Background: an optimization exercise with open tools, aiming at small area, a short achievable clock period and few clock cycles per item. Do not read the settings as production practice. In this exercise RTL edits were held to simulation tests only and were not proved equivalent to the original. No activity file was given, so power comes from the tool's default toggle rates.

==> flow/design.v <==
module m_booth_enc (
    input  wire [8:0] chunk,
    output wire [3:0] one,
    output wire [3:0] two,
    output wire [3:0] neg
);
    genvar gt;
    generate
        for (gt = 0; gt < 4; gt = gt + 1) begin : g_dig
            wire b0 = chunk[2*gt];
            wire b1 = chunk[2*gt+1];
            wire b2 = chunk[2*gt+2];
            assign one[gt] = b1 ^ b0;
            assign two[gt] = (b2 & ~b1 & ~b0) | (~b2 & b1 & b0);
            assign neg[gt] = b2;
        end
    endgenerate
endmodule
module m_mul_step (
    input  wire [32:0] mc,         
    input  wire [3:0]  one,
    input  wire [3:0]  two,
    input  wire [3:0]  neg,
    input  wire [63:0] p_q,
    output wire [63:0] p_mul
);
    wire [33:0] mc1 = {mc[32], mc};
    wire [33:0] mc2 = {mc, 1'b0};
    wire [33:0] bpp [0:3];
    genvar gt;
    generate
        for (gt = 0; gt < 4; gt = gt + 1) begin : g_pp
            assign bpp[gt] = (({34{one[gt]}} & mc1) | ({34{two[gt]}} & mc2)) ^ {34{neg[gt]}};
        end
    endgenerate
    wire [39:0] r0 = {6'd0, ~bpp[0][33], bpp[0][32:0]};
    wire [39:0] r1 = {4'd0, ~bpp[1][33], bpp[1][32:0], 2'b00};
    wire [39:0] r2 = {2'd0, ~bpp[2][33], bpp[2][32:0], 4'b0000};
    wire [39:0] r3 = {~bpp[3][33], bpp[3][32:0], 6'b000000};
    wire [39:0] rp = {p_q[31:0], 1'b0, neg[3], 1'b0, neg[2], 1'b0, neg[1], 1'b0, neg[0]};
    wire [39:0] rk = 40'h5600000000;
    wire [39:0] s1 = r0 ^ r1 ^ r2;
    wire [40:0] c1 = {((r0 & r1) | (r0 & r2) | (r1 & r2)), 1'b0};
    wire [39:0] s2 = r3 ^ rp ^ rk;
    wire [40:0] c2 = {((r3 & rp) | (r3 & rk) | (rp & rk)), 1'b0};
    wire [39:0] s3 = s1 ^ c1[39:0] ^ s2;
    wire [40:0] c3 = {((s1 & c1[39:0]) | (s1 & s2) | (c1[39:0] & s2)), 1'b0};
    wire [39:0] s4 = s3 ^ c3[39:0] ^ c2[39:0];
    wire [40:0] c4 = {((s3 & c3[39:0]) | (s3 & c2[39:0]) | (c3[39:0] & c2[39:0])), 1'b0};
    wire [40:0] lo = {1'b0, s4} + {1'b0, c4[39:0]};
    wire [1:0]  ne  = {1'b0, c2[40]} + {1'b0, c4[40]};
    wire [23:0] pu  = p_q[55:32];
    wire [23:0] um1 = pu - 24'd1;
    wire [23:0] up1 = pu + 24'd1;
    wire [23:0] up2 = pu + 24'd2;
    wire [23:0] hi0 = (ne == 2'd0) ? um1 : (ne == 2'd1) ? pu  : up1;
    wire [23:0] hi1 = (ne == 2'd0) ? pu  : (ne == 2'd1) ? up1 : up2;
    assign p_mul = {lo[40] ? hi1 : hi0, lo[39:0]};
endmodule
module m_div_align (
    input  wire [31:0] abs_a,
    input  wire [33:0] b_q,        
    output wire [34:0] d_align,    
    output wire [3:0]  cnt         
);
    function [5:0] bitlen;
        input [31:0] x;
        integer i;
        begin
            bitlen = 6'd0;
            for (i = 0; i < 32; i = i + 1)
                if (x[i]) bitlen = i + 1;
        end
    endfunction
    wire [6:0] ldiff = {1'b0, bitlen(abs_a)} - {1'b0, bitlen(b_q[31:0] ^ {32{b_q[32]}})};
    wire [4:0] dsh1  = (ldiff[4:0] | 5'd1 | {5{ldiff[5]}}) & {5{~ldiff[6]}} | {4'd0, ldiff[6]};
    wire [34:0] d_sh = {{3{b_q[32]}}, b_q[31:0]} << dsh1;
    assign d_align = d_sh ^ {35{~b_q[32]}};
    assign cnt     = dsh1[4:1];
endmodule
module m_div_step (
    input  wire [31:0] r,
    input  wire [34:0] dc,
    input  wire        cin,        
    output wire [31:0] r_next,
    output wire        q1,
    output wire        q2
);
    wire [35:0] x   = {4'b0000, r};
    wire [35:0] d1  = {dc[34], dc};
    wire [35:0] d2  = {dc[34], dc[34], dc[34:1]};
    wire [35:0] t1  = x + d1 + {35'd0, cin};
    wire [35:0] t2a = x + d2 + {35'd0, cin};
    wire [35:0] cs  = x ^ d1 ^ d2;
    wire [35:0] cc  = {((x[34:0] & d1[34:0]) | (x[34:0] & d2[34:0]) | (d1[34:0] & d2[34:0])), cin};
    wire [35:0] t2b = cs + cc + {35'd0, cin};
    assign q1       = ~t1[35];
    wire   q2a      = ~t2a[35];
    wire   q2b      = ~t2b[35];
    assign q2       = q1 ? q2b : q2a;
    assign r_next   = q1 ? (q2b ? t2b[31:0] : t1[31:0]) : (q2a ? t2a[31:0] : r);
endmodule
module m_issue (
    input  wire [6:0]  opcode_i,
    input  wire [2:0]  funct3_i,
    input  wire [6:0]  funct7_i,
    input  wire [31:0] op_A_i,
    input  wire [31:0] op_B_i,
    output wire        is_m,       
    output wire        is_mul,
    output wire        a_neg,      
    output wire        b_neg,
    output wire        b_zero,
    output wire        early,      
    output wire        swap,       
    output wire [4:0]  top_a,      
    output wire [4:0]  top_b
);
    function [31:0] sfx_or;
        input [31:0] x;
        integer i, k;
        reg [31:0] t;
        begin
            t = x;
            for (k = 1; k < 32; k = k * 2)
                for (i = 0; i + k < 32; i = i + 1)
                    t[i] = t[i] | t[i + k];
            sfx_or = t;
        end
    endfunction
    assign is_m   = (opcode_i == 7'b0110011) && (funct7_i == 7'b0000001);
    assign is_mul = ~funct3_i[2];
    wire   s_a    = is_mul ? (funct3_i[1:0] != 2'b11) : ~funct3_i[0];
    wire   s_b    = is_mul ? ~funct3_i[1]             : ~funct3_i[0];
    assign a_neg  = s_a & op_A_i[31];
    assign b_neg  = s_b & op_B_i[31];
    wire [31:0] va = op_A_i ^ {32{a_neg}};
    wire [31:0] vb = op_B_i ^ {32{b_neg}};
    wire [31:0] ta = sfx_or(va);
    wire [31:0] tb = sfx_or(vb);
    assign b_zero = ~tb[0] & ~b_neg;
    wire [4:0] th_a = {ta[31], ta[23], ta[15], ta[7], 1'b1};
    wire [4:0] th_b = {tb[31], tb[23], tb[15], tb[7], 1'b1};
    assign top_a = th_a & ~{1'b0, th_a[4:1]};
    assign top_b = th_b & ~{1'b0, th_b[4:1]};
    assign swap  = |(th_b & ~th_a);
    wire [31:0] ta_ub = a_neg ? {ta[30:0], 1'b1} : ta;
    assign early = b_zero | (|(tb & ~ta_ub));
endmodule
module M_accelerator_wrapper (
    input  wire        clk_i,
    input  wire        rst_i,
    input  wire [6:0]  opcode_i,
    input  wire [2:0]  funct3_i,
    input  wire [6:0]  funct7_i,
    input  wire [31:0] op_A_i,
    input  wire [31:0] op_B_i,
    output wire [31:0] result_o,
    output wire        stall_o,
    output wire        division_by_zero_o
);
    localparam ST_MUL  = 2'd0;
    localparam ST_PREP = 2'd1;
    localparam ST_STEP = 2'd2;
    localparam ST_FIX  = 2'd3;
    localparam OS_LO = 2'd0;
    localparam OS_HI = 2'd1;
    localparam OS_R  = 2'd2;
    reg        busy_q;
    reg [1:0]  st_q;
    reg [4:0]  oh_q;     
    reg [3:0]  bo_q;     
    reg [3:0]  bt_q;
    reg [3:0]  bn_q;
    reg [3:0]  cnt_q;    
    reg        frem_q;
    reg        fneg_q;
    reg        dbz_q;
    reg        dpos_q;   
    reg [1:0]  osel_q;
    reg [32:0] a_q;      
    reg [34:0] b_q;      
    reg [63:0] p_q;      
    wire       is_m, is_mul, a_neg, b_neg, b_zero, early, swap;
    wire [4:0] top_a, top_b;
    m_issue ISSUE (
        .opcode_i (opcode_i),
        .funct3_i (funct3_i),
        .funct7_i (funct7_i),
        .op_A_i   (op_A_i),
        .op_B_i   (op_B_i),
        .is_m     (is_m),
        .is_mul   (is_mul),
        .a_neg    (a_neg),
        .b_neg    (b_neg),
        .b_zero   (b_zero),
        .early    (early),
        .swap     (swap),
        .top_a    (top_a),
        .top_b    (top_b)
    );
    wire [40:0] ax = {{8{a_neg}}, op_A_i, 1'b0};
    wire [40:0] bx = {{8{b_neg}}, op_B_i, 1'b0};
    wire [40:0] mx = {{8{b_q[32]}}, b_q[31:0], 1'b0};
    wire [8:0]  chunk_issue = swap ?
        (({9{top_a[4]}} & ax[40:32]) | ({9{top_a[3]}} & ax[32:24]) | ({9{top_a[2]}} & ax[24:16]) |
         ({9{top_a[1]}} & ax[16:8])  | ({9{top_a[0]}} & ax[8:0])) :
        (({9{top_b[4]}} & bx[40:32]) | ({9{top_b[3]}} & bx[32:24]) | ({9{top_b[2]}} & bx[24:16]) |
         ({9{top_b[1]}} & bx[16:8])  | ({9{top_b[0]}} & bx[8:0]));
    wire [8:0]  chunk_next = ({9{oh_q[4]}} & mx[32:24]) | ({9{oh_q[3]}} & mx[24:16]) |
                             ({9{oh_q[2]}} & mx[16:8])  | ({9{oh_q[1]}} & mx[8:0]);
    wire [8:0]  chunk = busy_q ? chunk_next : chunk_issue;
    wire [3:0]  one, two, neg;
    m_booth_enc BOOTH (
        .chunk (chunk),
        .one   (one),
        .two   (two),
        .neg   (neg)
    );
    wire [63:0] p_mul;
    m_mul_step MUL (
        .mc    (a_q),
        .one   (bo_q),
        .two   (bt_q),
        .neg   (bn_q),
        .p_q   (p_q),
        .p_mul (p_mul)
    );
    wire        fixing  = busy_q & (st_q == ST_FIX);
    wire [31:0] neg_src = fixing ? (frem_q ? a_q[31:0] : p_q[31:0]) : op_A_i;
    wire [31:0] neg_val = -neg_src;
    wire [31:0] abs_a   = a_neg ? neg_val : op_A_i;
    wire [34:0] d_align;
    wire [3:0]  cnt_init;
    m_div_align ALIGN (
        .abs_a   (a_q[31:0]),
        .b_q     (b_q[33:0]),
        .d_align (d_align),
        .cnt     (cnt_init)
    );
    wire [31:0] r2d;
    wire        q1, q2;
    m_div_step STEP (
        .r      (a_q[31:0]),
        .dc     (b_q),
        .cin    (dpos_q),
        .r_next (r2d),
        .q1     (q1),
        .q2     (q2)
    );
    always @(posedge clk_i or posedge rst_i) begin
        if (rst_i) begin
            busy_q <= 1'b0;
        end else if (!busy_q) begin
            busy_q <= is_m & (is_mul | ~early);
        end else begin
            case (st_q)
                ST_MUL:  if (oh_q[0]) busy_q <= 1'b0;
                ST_PREP: ;
                ST_STEP: if (cnt_q == 4'd0 && !fneg_q) busy_q <= 1'b0;
                default: busy_q <= 1'b0;
            endcase
        end
    end
    always @(posedge clk_i) begin
        bo_q <= one;
        bt_q <= two;
        bn_q <= neg;
        oh_q <= busy_q ? {1'b0, oh_q[4:1]} : (swap ? top_a : top_b);
        cnt_q <= (st_q == ST_PREP) ? cnt_init : cnt_q - 4'd1;
        p_q[63:32] <= busy_q ? p_mul[63:32] : (is_mul ? 32'd0 : op_A_i);
        if (!busy_q)
            p_q[31:0] <= {32{~is_mul & b_zero}};
        else begin
            case (st_q)
                ST_MUL:  p_q[31:0] <= p_mul[31:0];
                ST_PREP: p_q[31:0] <= 32'd0;
                ST_STEP: p_q[31:0] <= {p_q[29:0], q1, q2};
                default: p_q[31:0] <= neg_val;
            endcase
        end
    end
    always @(posedge clk_i) begin
        if (!busy_q) begin
            st_q    <= is_mul ? ST_MUL : ST_PREP;
            frem_q  <= funct3_i[1];
            fneg_q  <= funct3_i[1] ? a_neg : (a_neg ^ b_neg);
            dbz_q   <= ~is_mul & b_zero;
            dpos_q  <= ~b_neg;
            if (is_mul) begin
                osel_q <= (funct3_i[1:0] == 2'b00) ? OS_LO : OS_HI;
                a_q    <= swap ? {b_neg, op_B_i} : {a_neg, op_A_i};
                b_q    <= swap ? {2'b00, a_neg, op_A_i} : {2'b00, b_neg, op_B_i};
            end else begin
                osel_q <= funct3_i[1] ? (early ? OS_HI : OS_R) : OS_LO;
                a_q    <= {1'b0, abs_a};
                b_q    <= {2'b00, b_neg, op_B_i};
            end
        end else begin
            case (st_q)
                ST_MUL: ;
                ST_PREP: begin
                    st_q    <= ST_STEP;
                    b_q     <= d_align;
                end
                ST_STEP: begin
                    a_q       <= {1'b0, r2d};
                    b_q       <= {b_q[34], b_q[34], b_q[34:2]};
                    if (cnt_q == 4'd0) st_q <= ST_FIX;
                end
                default: a_q[31:0] <= neg_val;
            endcase
        end
    end
    assign stall_o            = busy_q;
    assign division_by_zero_o = dbz_q;
    assign result_o           = (osel_q == OS_LO) ? p_q[31:0] :
                                (osel_q == OS_HI) ? p_q[63:32] : a_q[31:0];
endmodule
==> flow/flow/run.sh <==
#!/bin/bash
# The standard layout with two changes to how it is made: the port buffers
# are buf_2 instead of the slow delay buffer buffer_ports picks by default,
# and synthesis leaves adders to abc instead of mapping them to the
# library's full/half-adder cells (registers are untouched by either).
set -euo pipefail
bash standard.sh "BUFFER_PORTS_ARGS=-buffer_cell sky130_fd_sc_hd__buf_2" "ADDER_MAP_FILE=" finish > flow_standard.log 2>&1
==> flow/standard.sh <==
#!/bin/bash
# synth_recipe.tcl (not shown) runs the flow's synth.tcl, then flattens the netlist and writes it again
# the make line also repeats each setting of config.mk as NAME=value (left out here)
make -C /OpenROAD-flow-scripts/flow DESIGN_CONFIG=/design/flow/config.mk WORK_HOME=/design/flow/orfs CLKGATE_MAP_FILE= SYNTH_SCRIPT=/design/flow/synth_recipe.tcl "${@:-finish}"
==> flow/config.mk <==
export PLATFORM = sky130hd
export DESIGN_NAME = M_accelerator_wrapper
export DESIGN_NICKNAME = M_accelerator_wrapper
export VERILOG_FILES = /design/flow/design.v
export SDC_FILE = /design/flow/constraint.sdc
export NUM_CORES = 4
export LEC_CHECK = 0
export ABC_AREA = 1
export CAP_MARGIN = 20
export CORE_MARGIN = 2
export CORE_UTILIZATION = 38
export SETUP_SLACK_MARGIN = 5
export SLEW_MARGIN = 20
export TNS_END_PERCENT = 0
==> flow/constraint.sdc <==
create_clock -name core_clock -period 10.0 [get_ports {clk_i}]
set_input_delay 2.0000 -clock core_clock [delete_from_list [all_inputs] [get_ports {clk_i}]]
set_output_delay 2.0000 -clock core_clock [all_outputs]
set_load 0.01 [all_outputs]
==> flow_summary.ini, run 1 <==
[route]
drc_errors = 0
first_iter_violations = 5327
via_per_inst = 5.859
vias = 38220
first_pass_iters = 8
wl_mm = 151.6
wl_per_cell_um = 23.24
ant_nets = 0

[timing]
slew_violations = 0
tns_ps = 0
rsz0062_at_grt = true
fmax_mhz = 174.7
fin_ws_ps = 4275
fin_hold_ws_ps = 483.2
worstMarginPinSlew_ps = 997.6
period_share_pct = 57.25
skew_ps = 9.527
setup_viol = 0
hold_viol = 0
fin_crit_ps = 5725
max_slew_margin_pct = 33.25

[critical_path]
required_ps = 10220
end_kind = register
worst-path-max-fanout = 36
setup.worst_path.class = in2reg
slowest_delay_ps = 340
path_delay_family = simple AND/OR/NAND/NOR gates
cp-start-kind = input port
cp_num_buf_inv = 6
slowest_stage = bufbuf_16
cp_data_arrival_time_ps = 5940

[hold_path]
hp-class = reg2reg

[clock_network]
path_clk_slew_ps = 70
numCtsBuffers = 17
cts_hold_buffers = 0
cts_sinks = 162
clk_latency_ps = 480
cts_tree = yes
ctsLongestPathBuffers = 2
h-tree-depth = 4
cts-root-buf = clkbuf_16

[place]
postPlaceCellArea_um2 = 31130
portBuffers = 116
place_ws_ps = 2530
globalplace.congestion = 1.080
dp_hpwl_mm = 116.9

[floorplanning]
dieArea_um2 = 80650
core_area_um2 = 77590
initial_core_util_pct = 38.39
num_rows = 102
die_h_um = 284.0
die_x_um = 284.0
boundaryPins = 117

[layout]
final_layout_size_suffix_gt1_share_pct = 8.228
final_common_cell = nand2_1
design_area_um2 = 32470
fill_cells = 8813
nNetsFinal = 5551
layout_common_cells = nand2_1 (1556), inv_1 (711), nor2_1 (531), o21ai_0 (447), xor2_1 (333)
area_delta_synth_final_pct = 9.009

[pwr]
p_per_area_nw_per_um2 = 270.7
p_total_uw = 8791
total_leakage_power_uw = 0.01613
ir_drop_v = 0.0001612

[synth]
syn_avg_cell_area_um2 = 5.441
syn_area_um2 = 29790
ys_seq_area_share_pct = 13.46
ys_ff_latch = 162
postSynth.asyncResetShare_pct = 0.6173
synth_edf_count = 76
yosysWarningCount = 4
synth_fp_nets = 5558
synthDistinctLibCells = 61
netlist_instances = 5475
ys.flop_type = dfxtp_1

[grt]
track_usage_pct = 35.94
antenna_found_initial = 6
overflow = 0
grt_pass1_wl_mm = 218.7
grt_pass1_vias = 33690
grt_max_degree = 73

[flow_run]
max_cap_viol_count = 0

[run_status]
outcome = timing/DRC/antenna clean
==> tightest hold or removal path: cells and delay by family, from the launching register on <==
family           cells  cell delay, ps
flip-flops           1             310
AO/OA/AOI/OAI        1              80
AND/OR/NAND/NOR      1              50
==> kinds of logic after synthesis <==
logic type / count (synthesis) / synth area share (%)
flops: 162 / 13.46
buf+inv: 994 / 12.73
compound gates: 1248 / 24.52
simple gates: 2649 / 36.87
xor+xnor: 422 / 12.43
==> worst paths after layout <==
path,startpoint,endpoint,slack (ps),cells after the start
setup / recovery,funct3_i[2],b_q[5]$_DFFE_PP_,4280,26
hold / removal,cnt_q[1]$_DFF_P_,cnt_q[1]$_DFF_P_,480,2
setup reg to reg,a_q[24]$_DFFE_PP_,p_q[61]$_DFF_P_,4290,25
hold reg to reg,cnt_q[1]$_DFF_P_,cnt_q[1]$_DFF_P_,480,2
max in group asynchronous,rst_i,busy_q$_DFF_PP0_,8560,2
min in group asynchronous,rst_i,busy_q$_DFF_PP0_,1340,2
==> routing by layer <==
layer	GRT usage (%)	wire, um
met1	49.47	62650
met2	49.03	57820
met3	9.735	20230
met4	22.42	10820
met5	0	44
==> Yosys cell counts, drive strengths merged, types with 17 or more instances <==
library cell  number  share of area [%]
nand2           1570                 20
inv              746                9.4
clkbuf           179                2.3
nor2             567                7.4
o22ai            166                3.5
xor2             333                9.8
edfxtp            76                7.7
nand3            256                4.3
o2111ai           24               0.71
o211ai            39               0.98
nand3b            17               0.43
nand4             50                1.1
buf               64                1.0
o221ai            71                2.1
a31oi             27               0.57
dfxtp             85                5.7
o21ai            478                8.1
nor3              52               0.87
a21boi            37               0.93
or2               99                2.1
nor4              24               0.50
xnor2             89                2.6
a21oi            328                5.5
==> cell type report <==
class / instances / area [um2] / share of cell area [%]
multi-input cells: 4321 / 22230 / 68.45
repair buffers: 214 / 1514 / 4.662
clock inverters: 13 / 107.6 / 0.3313
clock buffers: 19 / 442.9 / 1.364
flip-flops and latches: 162 / 4013 / 12.36
repair inverters: 1 / 7.507 / 0.02312
well taps: 1040 / 1301 / 4.007
inverters: 751 / 2856 / 8.796
diodes: 2 / 5.005 / 0.01541
==> what timing repair did <==
| action | 4_1_cts | 5_1_grt |
|---|---|---|
| gates resized for setup | 74 | 28 |
| cloned | 7 | 0 |
| buffers inserted | 27 | 17 |
| endpoints found under the setup margin | 185 | 186 |
| pin swaps | 6 | 5 |
==> metrics by stage <==
step | cells | utilization, %
after floorplan | 5475 | -
after global placement | 6438 | 40.12
after detailed placement | 6438 | 40.12
after CTS | 6504 | 41.56
after global routing | 6521 | 41.85
final | 6523 | 41.85
==> flip-flops by register name, indices dropped and copies added, names as in the netlist, 2 cells and up <==
signal / cells
st_q: 2
bo_q: 4
bn_q: 4
bt_q: 4
a_q: 33
b_q: 35
p_q: 64
oh_q: 5
osel_q: 2
cnt_q: 4
==> power breakdown <==
group          switching [uW]  internal (uW)  total, uW
logic                    4950           2290       7240
registers                 132            751        883
clock network             324            349        673
Testbench counts, summed over its fixed seeds: cycles 11,867, ops 3,200.
==> run 2, diff against run 1 <==
--- a/flow/config.mk
+++ b/flow/config.mk
@@ -9,5 +9,5 @@
 export CAP_MARGIN = 20
 export CORE_MARGIN = 2
-export CORE_UTILIZATION = 38
+export CORE_UTILIZATION = 32
 export SETUP_SLACK_MARGIN = 5
 export SLEW_MARGIN = 20
==> flow_summary.ini, run 2 <==
[run_status]
outcome = timing/DRC/antenna clean

[pwr]
comb_power_share_pct = 82.3
ir_drop_v = 0.0001977
p_seq_share_pct = 9.8
p_sw_uw = 5460
switching_share_pct = 61.46
total_leakage_power_uw = 0.01630
clock_power_share_pct = 7.9
intPower_uw = 3425
p_per_area_nw_per_um2 = 267.6

[layout]
largest_reg_flops = 64
final_layout_size_suffix_gt1_share_pct = 9.270
regMostFlops = p_q
nNetsFinal = 5593
reg_top3 = p_q x64, b_q x35, a_q x33
area_delta_synth_final_pct = 11.43
layout_common_cells = nand2_1 (1553), inv_1 (699), nor2_1 (530), o21ai_0 (452), xor2_1 (333)
final_common_cell = nand2_1

[timing]
max_slew_margin_pct = 22.83
fmax_mhz = 170.6
tns_ps = 0
worstMarginPinSlew_ps = 1153
hold_viol = 0
setup_viol = 0
fin_crit_ps = 5862
slew_violations = 0
period_share_pct = 58.62
skew_ps = 19.10
fin_hold_ws_ps = 477.2
rsz0062_at_grt = true

[critical_path]
slowest_stage = edfxtp_1
worst-path-max-fanout = 27
setup.worst_path.class = reg2reg
required_ps = 10200
crit_chain = inv_1 > xor2_1 > xor2_1 > o21ai_0 > a21oi_1 > a21boi_0 > o21ai_0 > a221oi_1 > nand3_1 > buf_4 > inv_1 > buf_4 > o22ai_1 > o211ai_1 > nand2_1
slowest_delay_ps = 690
worstRegToRegCells = 15
path_delay_family = compound AO/OA/AOI/OAI gates
cp_num_buf_inv = 4
end_kind = register
cp_data_arrival_time_ps = 6060
path_depth = 15
cp-start-kind = register

[synth]
syn_avg_cell_area_um2 = 5.441
synth_compound_area_share_pct = 24.52
yosysMostFrequentCell = nand2_1
synth_area_leader_cell = nand2_1
synthTopCellsByCount = nand2_1 (1564), inv_1 (723), nor2_1 (550)
ys.flop_type = dfxtp_1
syn_area_um2 = 29790
synth_fp_nets = 5558
synth_edf_count = 76
ys_ff_latch = 162
synth.area.top_cells = nand2_1 (20%), xor2_1 (9.8%), inv_1 (9.1%)
synthMuxAreaShare_pct = 0
synth-adder-area-share_pct = 0
synthSimpleGateAreaFrac_pct = 36.87
yosysTopAreaCellShare_pct = 19.71
yosysWarningCount = 4
synth_top_family_by_area = simple AND/OR/NAND/NOR gates
netlist_instances = 5475
synth-xor-area-share_pct = 12.43
ys_seq_area_share_pct = 13.46
postSynth.asyncResetShare_pct = 0.6173
synthDistinctLibCells = 61

[flow_run]
max_cap_viol_count = 0

[place]
globalplace.congestion = 1.021
dp_hpwl_mm = 121.6
portBuffers = 116

[grt]
grt_max_degree = 69
antenna_found_initial = 9
grt_pass1_wl_mm = 224.3
overflow = 0
track_usage_pct = 31.76
grt_pass1_vias = 33090

[floorplanning]
die_h_um = 309.1
num_rows = 111
core_area_um2 = 91940
dieArea_um2 = 95560
die_x_um = 309.1
boundaryPins = 117
initial_core_util_pct = 32.40

[route]
wl_mm = 158.1
highest_layer = met5
wl_met2_mm = 62.13
wl_per_cell_um = 23.36
first_iter_violations = 5259
ant_nets = 0
wl_met3_mm = 17.63
first_pass_iters = 8
vias = 38240
met1Wirelength_mm = 67.11
drc_errors = 0
via_per_inst = 5.651

[clock_network]
cts-root-buf = clkbuf_16
h-tree-depth = 4
cts_hold_buffers = 0
clk_latency_ps = 480
numCtsBuffers = 17
path_clk_slew_ps = 70
cts_sinks = 162
ctsLongestPathBuffers = 2
cts_tree = yes

[hold_path]
hp-class = reg2reg
holdPathStages = 2
==> run 2: cell counts after synthesis <==
No cell type changed its count.
==> run 2: path summary, 6_finish.rpt <==
| path | start | end | slack [ps] |
|---|---|---|---|
| max in group asynchronous | rst_i | busy_q$_DFF_PP0_ | 8560 |
| min in group asynchronous | rst_i | busy_q$_DFF_PP0_ | 1340 |
| min | cnt_q[1]$_DFF_P_ | cnt_q[1]$_DFF_P_ | 480 |
| max | b_q[9]$_DFFE_PP_ | a_q[29]$_DFFE_PP_ | 4140 |
| max reg2reg | b_q[9]$_DFFE_PP_ | a_q[29]$_DFFE_PP_ | 4140 |
| min reg2reg | cnt_q[1]$_DFF_P_ | cnt_q[1]$_DFF_P_ | 480 |
==> run 2: cell type report <==
cell class | instances | area, um2
clock inverters | 9 | 92.59
clock buffers | 23 | 489.2
repair buffers | 256 | 1814
diodes | 2 | 5.005
flip-flops and latches | 162 | 4013
well taps | 1243 | 1555
inverters | 751 | 2904
repair inverters | 1 | 7.507
multi-input cells | 4321 | 22320
fillers | 10460 | 58740
==> run 2: routing by layer <==
layer	GRT usage [%]	vias to the layer above
met4	18.65	14
met5	0	-
met2	44.93	2353
met3	5.933	422
li1	-	18010
met1	44.47	17450
==> run 2: tightest hold or removal path, delay by kind of cell (launching register included) <==
family             cells  cell delay, ps
AOI/OAI and AO/OA      1              70
and+or+nand+nor        1              50
DFF                    1             310
==> run 2: logic make-up (layout without fill, tap and decap cells) <==
group           count (synthesis)  after routing
compound gates               1248           1248
xor+xnor                      422            422
buf+inv                       994           1040
flops                         162            162
other cells                     0              2
simple gates                 2649           2651
==> run 2: power by group through the flow <==
| stage | combinational (uW) | clock [uW] | sequential, uW |
|---|---|---|---|
| global placement | 6910 | 0 | 904 |
| global route | 8130 | 723 | 865 |
| finish | 7310 | 704 | 867 |
| CTS | 7040 | 697 | 877 |
| detailed placement | 6920 | 0 | 903 |
| floorplan | 5310 | 0 | 797 |
==> run 2: per-stage QoR <==
step	cells	worst slack [ps]	cell area, um2	total power (uW)	utilization (%)
floorplan	5475	4418	29820	6103	-
global placement	6640	2784	31380	7810	34.13
detailed placement	6640	2619	31380	7822	34.13
CTS	6720	4376	32620	8611	35.47
global route	6766	4044	33190	9717	36.10
finish	6768	4138	33200	8885	36.11
==> run 2: what timing repair did <==
item                                   in CTS  in global routing
endpoints found under the hold margin       0                  0
resized for setup                          74                 68
setup endpoints to repair                 184                186
setup buffers                              44                 44
gates cloned                                4                  2
pin swaps                                  12                 16
==> run 3, diff against run 2 <==
--- a/flow/config.mk
+++ b/flow/config.mk
@@ -9,5 +9,5 @@
 export CAP_MARGIN = 20
 export CORE_MARGIN = 2
-export CORE_UTILIZATION = 32
+export CORE_UTILIZATION = 26
 export SETUP_SLACK_MARGIN = 5
 export SLEW_MARGIN = 20
==> flow_summary.ini, run 3 <==
[place]
postPlaceCellArea_um2 = 31740
portBuffers = 116
globalplace.congestion = 1.074
dp_hpwl_mm = 119.2

[clock_network]
cts_tree = yes
path_clk_slew_ps = 80
ctsLongestPathBuffers = 2
cts-root-buf = clkbuf_16
cts_hold_buffers = 0
numCtsBuffers = 17
h-tree-depth = 4
clk_latency_ps = 480
cts_sinks = 162

[timing]
skew_ps = 17.41
rsz0062_at_grt = true
setup_viol = 0
slew_violations = 0
period_share_pct = 57.53
max_slew_margin_pct = 33.00
fin_crit_ps = 5753
worstMarginPinSlew_ps = 1004
tns_ps = 0
fmax_mhz = 173.8
hold_viol = 0

[grt]
grt_max_degree = 65
grt_pass1_vias = 33940
track_usage_pct = 25.25
overflow = 0
antenna_found_initial = 4
grt_pass1_wl_mm = 222.5

[route]
ant_nets = 0
wl_per_cell_um = 22.09
vias = 38970
drc_errors = 0
via_per_inst = 5.505
first_pass_iters = 6
first_iter_violations = 5601
wl_mm = 156.4

[critical_path]
cp_data_arrival_time_ps = 5930
end_kind = register
critPathMostFrequentCell = nor2_4
setup.worst_path.class = in2reg
worst-path-max-fanout = 13
rrSetupSlack_ps = 4440
required_ps = 10180
slowest_stage = nor2_1
slowest_delay_ps = 240
cp-start-kind = input port

[floorplanning]
die_h_um = 342.5
dieArea_um2 = 117300
initial_core_util_pct = 26.12
core_area_um2 = 114000
boundaryPins = 117
num_rows = 124
die_x_um = 342.5

[synth]
yosysMostFrequentCell = nand2_1
syn_avg_cell_area_um2 = 5.441
ys_seq_area_share_pct = 13.46
synth_fp_nets = 5558
netlist_instances = 5475
synthTopCellsByCount = nand2_1 (1564), inv_1 (723), nor2_1 (550)
ys.flop_type = dfxtp_1
yosysTopAreaCellShare_pct = 19.71
ys_ff_latch = 162
syn_area_um2 = 29790
yosysWarningCount = 4
synth_area_leader_cell = nand2_1
synthDistinctLibCells = 61
synth_edf_count = 76
synth.area.top_cells = nand2_1 (20%), xor2_1 (9.8%), inv_1 (9.1%)
postSynth.asyncResetShare_pct = 0.6173

[pwr]
p_per_area_nw_per_um2 = 260.7
intPower_uw = 3430
total_leakage_power_uw = 0.01655
ir_drop_v = 0.0001716
p_seq_share_pct = 9.8
clock_power_share_pct = 7.7
comb_power_share_pct = 82.5
p_sw_uw = 5433
switching_share_pct = 61.30

[layout]
area_delta_synth_final_pct = 14.12
final_common_cell = nand2_1
design_area_um2 = 34000
regMostFlops = p_q
largest_reg_flops = 64
final_layout_size_suffix_gt1_share_pct = 10.06
reg_top3 = p_q x64, b_q x35, a_q x33
layout_common_cells = nand2_1 (1550), inv_1 (696), nor2_1 (532), o21ai_0 (450), xor2_1 (333)
nNetsFinal = 5635

[flow_run]
max_cap_viol_count = 0

[hold_path]
hp-class = reg2reg

[run_status]
outcome = timing/DRC/antenna clean
## run 3: cell counts after synthesis
No cell type changed its count.
## run 3: layer usage
metal	vias up	GRT usage, %	routed length, um
met4	4	15.68	11530
li1	18120	-	-
met1	17760	33.96	62480
met2	2622	36.26	62190
met3	464	5.753	20120
met5	-	0	23
## run 3: final timing paths
check | depth (start not counted) | from | end
worst min register to register | 2 | cnt_q[1]$_DFF_P_ | cnt_q[1]$_DFF_P_
worst min-delay path | 2 | cnt_q[1]$_DFF_P_ | cnt_q[1]$_DFF_P_
max in group asynchronous | 2 | rst_i | busy_q$_DFF_PP0_
worst max-delay path | 28 | funct3_i[2] | a_q[24]$_DFFE_PP_
min in group asynchronous | 2 | rst_i | busy_q$_DFF_PP0_
worst max register to register | 27 | b_q[4]$_DFFE_PP_ | a_q[30]$_DFFE_PP_
## run 3: power groups by stage
stage / Combinational (uW) / Sequential (uW) / Clock [uW]
finish: 7310 / 865 / 683
global route: 8090 / 863 / 699
CTS: 6980 / 876 / 678
detailed placement: 6880 / 895 / 0
global placement: 6860 / 895 / 0
floorplan: 5310 / 797 / 0
## run 3: logic make-up (layout without fill, tap and decap cells)
logic type             Yosys count  after routing  share of synthesized area [%]
AO/OA/AOI/OAI                 1248           1248                          24.52
XOR/XNOR                       422            422                          12.43
buffers and inverters          994           1081                          12.73
flip-flops                     162            162                          13.46
other                            0              2                              0
AND/OR/NAND/NOR               2649           2652                          36.87
## run 3: final cells by class
| class | count | area [um2] |
|---|---|---|
| multi-input combinational | 4322 | 22340 |
| tap | 1512 | 1892 |
| timing repair buffer | 295 | 2215 |
| antenna | 2 | 5.005 |
| sequential | 162 | 4013 |
| timing repair inverter | 3 | 21.27 |
| fill | 12900 | 80040 |
| clock inverter | 10 | 70.07 |
| inverter | 751 | 2940 |
| clock buffer | 22 | 508.0 |
## run 3: what timing repair did
action                     in CTS  in global routing
setup endpoints to repair     183                186
cloned                         10                  3
pin swaps                      17                 29
setup buffers                  30                 90
resized for setup              69                 83
## run 3: worst max-delay path: cells and delay by family
| family | cells | cell delay, ps |
|---|---|---|
| AOI/OAI and AO/OA | 7 | 920 |
| buffers and inverters | 8 | 1170 |
| and+or+nand+nor | 13 | 1830 |
## run 3: through the flow
| stage | worst slack [ps] | total power, uW | util, % | hold WS (ps) | std cells |
|---|---|---|---|---|---|
| finish | 4247 | 8863 | 29.81 | 486.7 | 7079 |
| floorplan | 4418 | 6103 | - | 449.8 | 5475 |
| CTS | 4352 | 8537 | 28.94 | 488.1 | 6984 |
| global route | 4107 | 9648 | 29.81 | 504.0 | 7077 |
| global placement | 2511 | 7752 | 27.83 | 465.6 | 6912 |
| detailed placement | 2352 | 7774 | 27.83 | 475.8 | 6912 |

what the ideal ports hide:
The results above use ideal ports. As a check the final layouts listed here were re-extracted and re-timed, cells and wires unchanged. Step 1 sets driving cells, clkbuf_16 on the clock port and buf_2 on the other inputs (assumed; they add their load-dependent delay and slew). Step 2 adds t to the input delays and takes it off the output delays; t is the mean of the earliest and latest rising clock arrival at the registers after step 1. Input paths then give back, and output paths get back, about the clock's delay inside the block. Three values: ideal, step 1, step 2; two values: the first two.
| run | t, ns | setup slack, ns | worst hold slack (ns) | worst setup path after step 2 |
|---|---|---|---|---|
| run 1 | 0.529 | 4.275 / 4.295 / 3.783 | 0.483 / 0.483 / 0.483 | input to register |
| run 2 | 0.530 | 4.138 / 4.138 / 3.718 | 0.477 / 0.477 / 0.477 | input to register |
| run 3 | 0.521 | 4.247 / 4.282 / 3.761 | 0.487 / 0.487 / 0.487 | input to register |
After both steps every run listed still meets setup and hold. For run 1, which loses most, drivers alone change the setup slack by +0.020 ns; drivers and shift together by -0.492 ns.
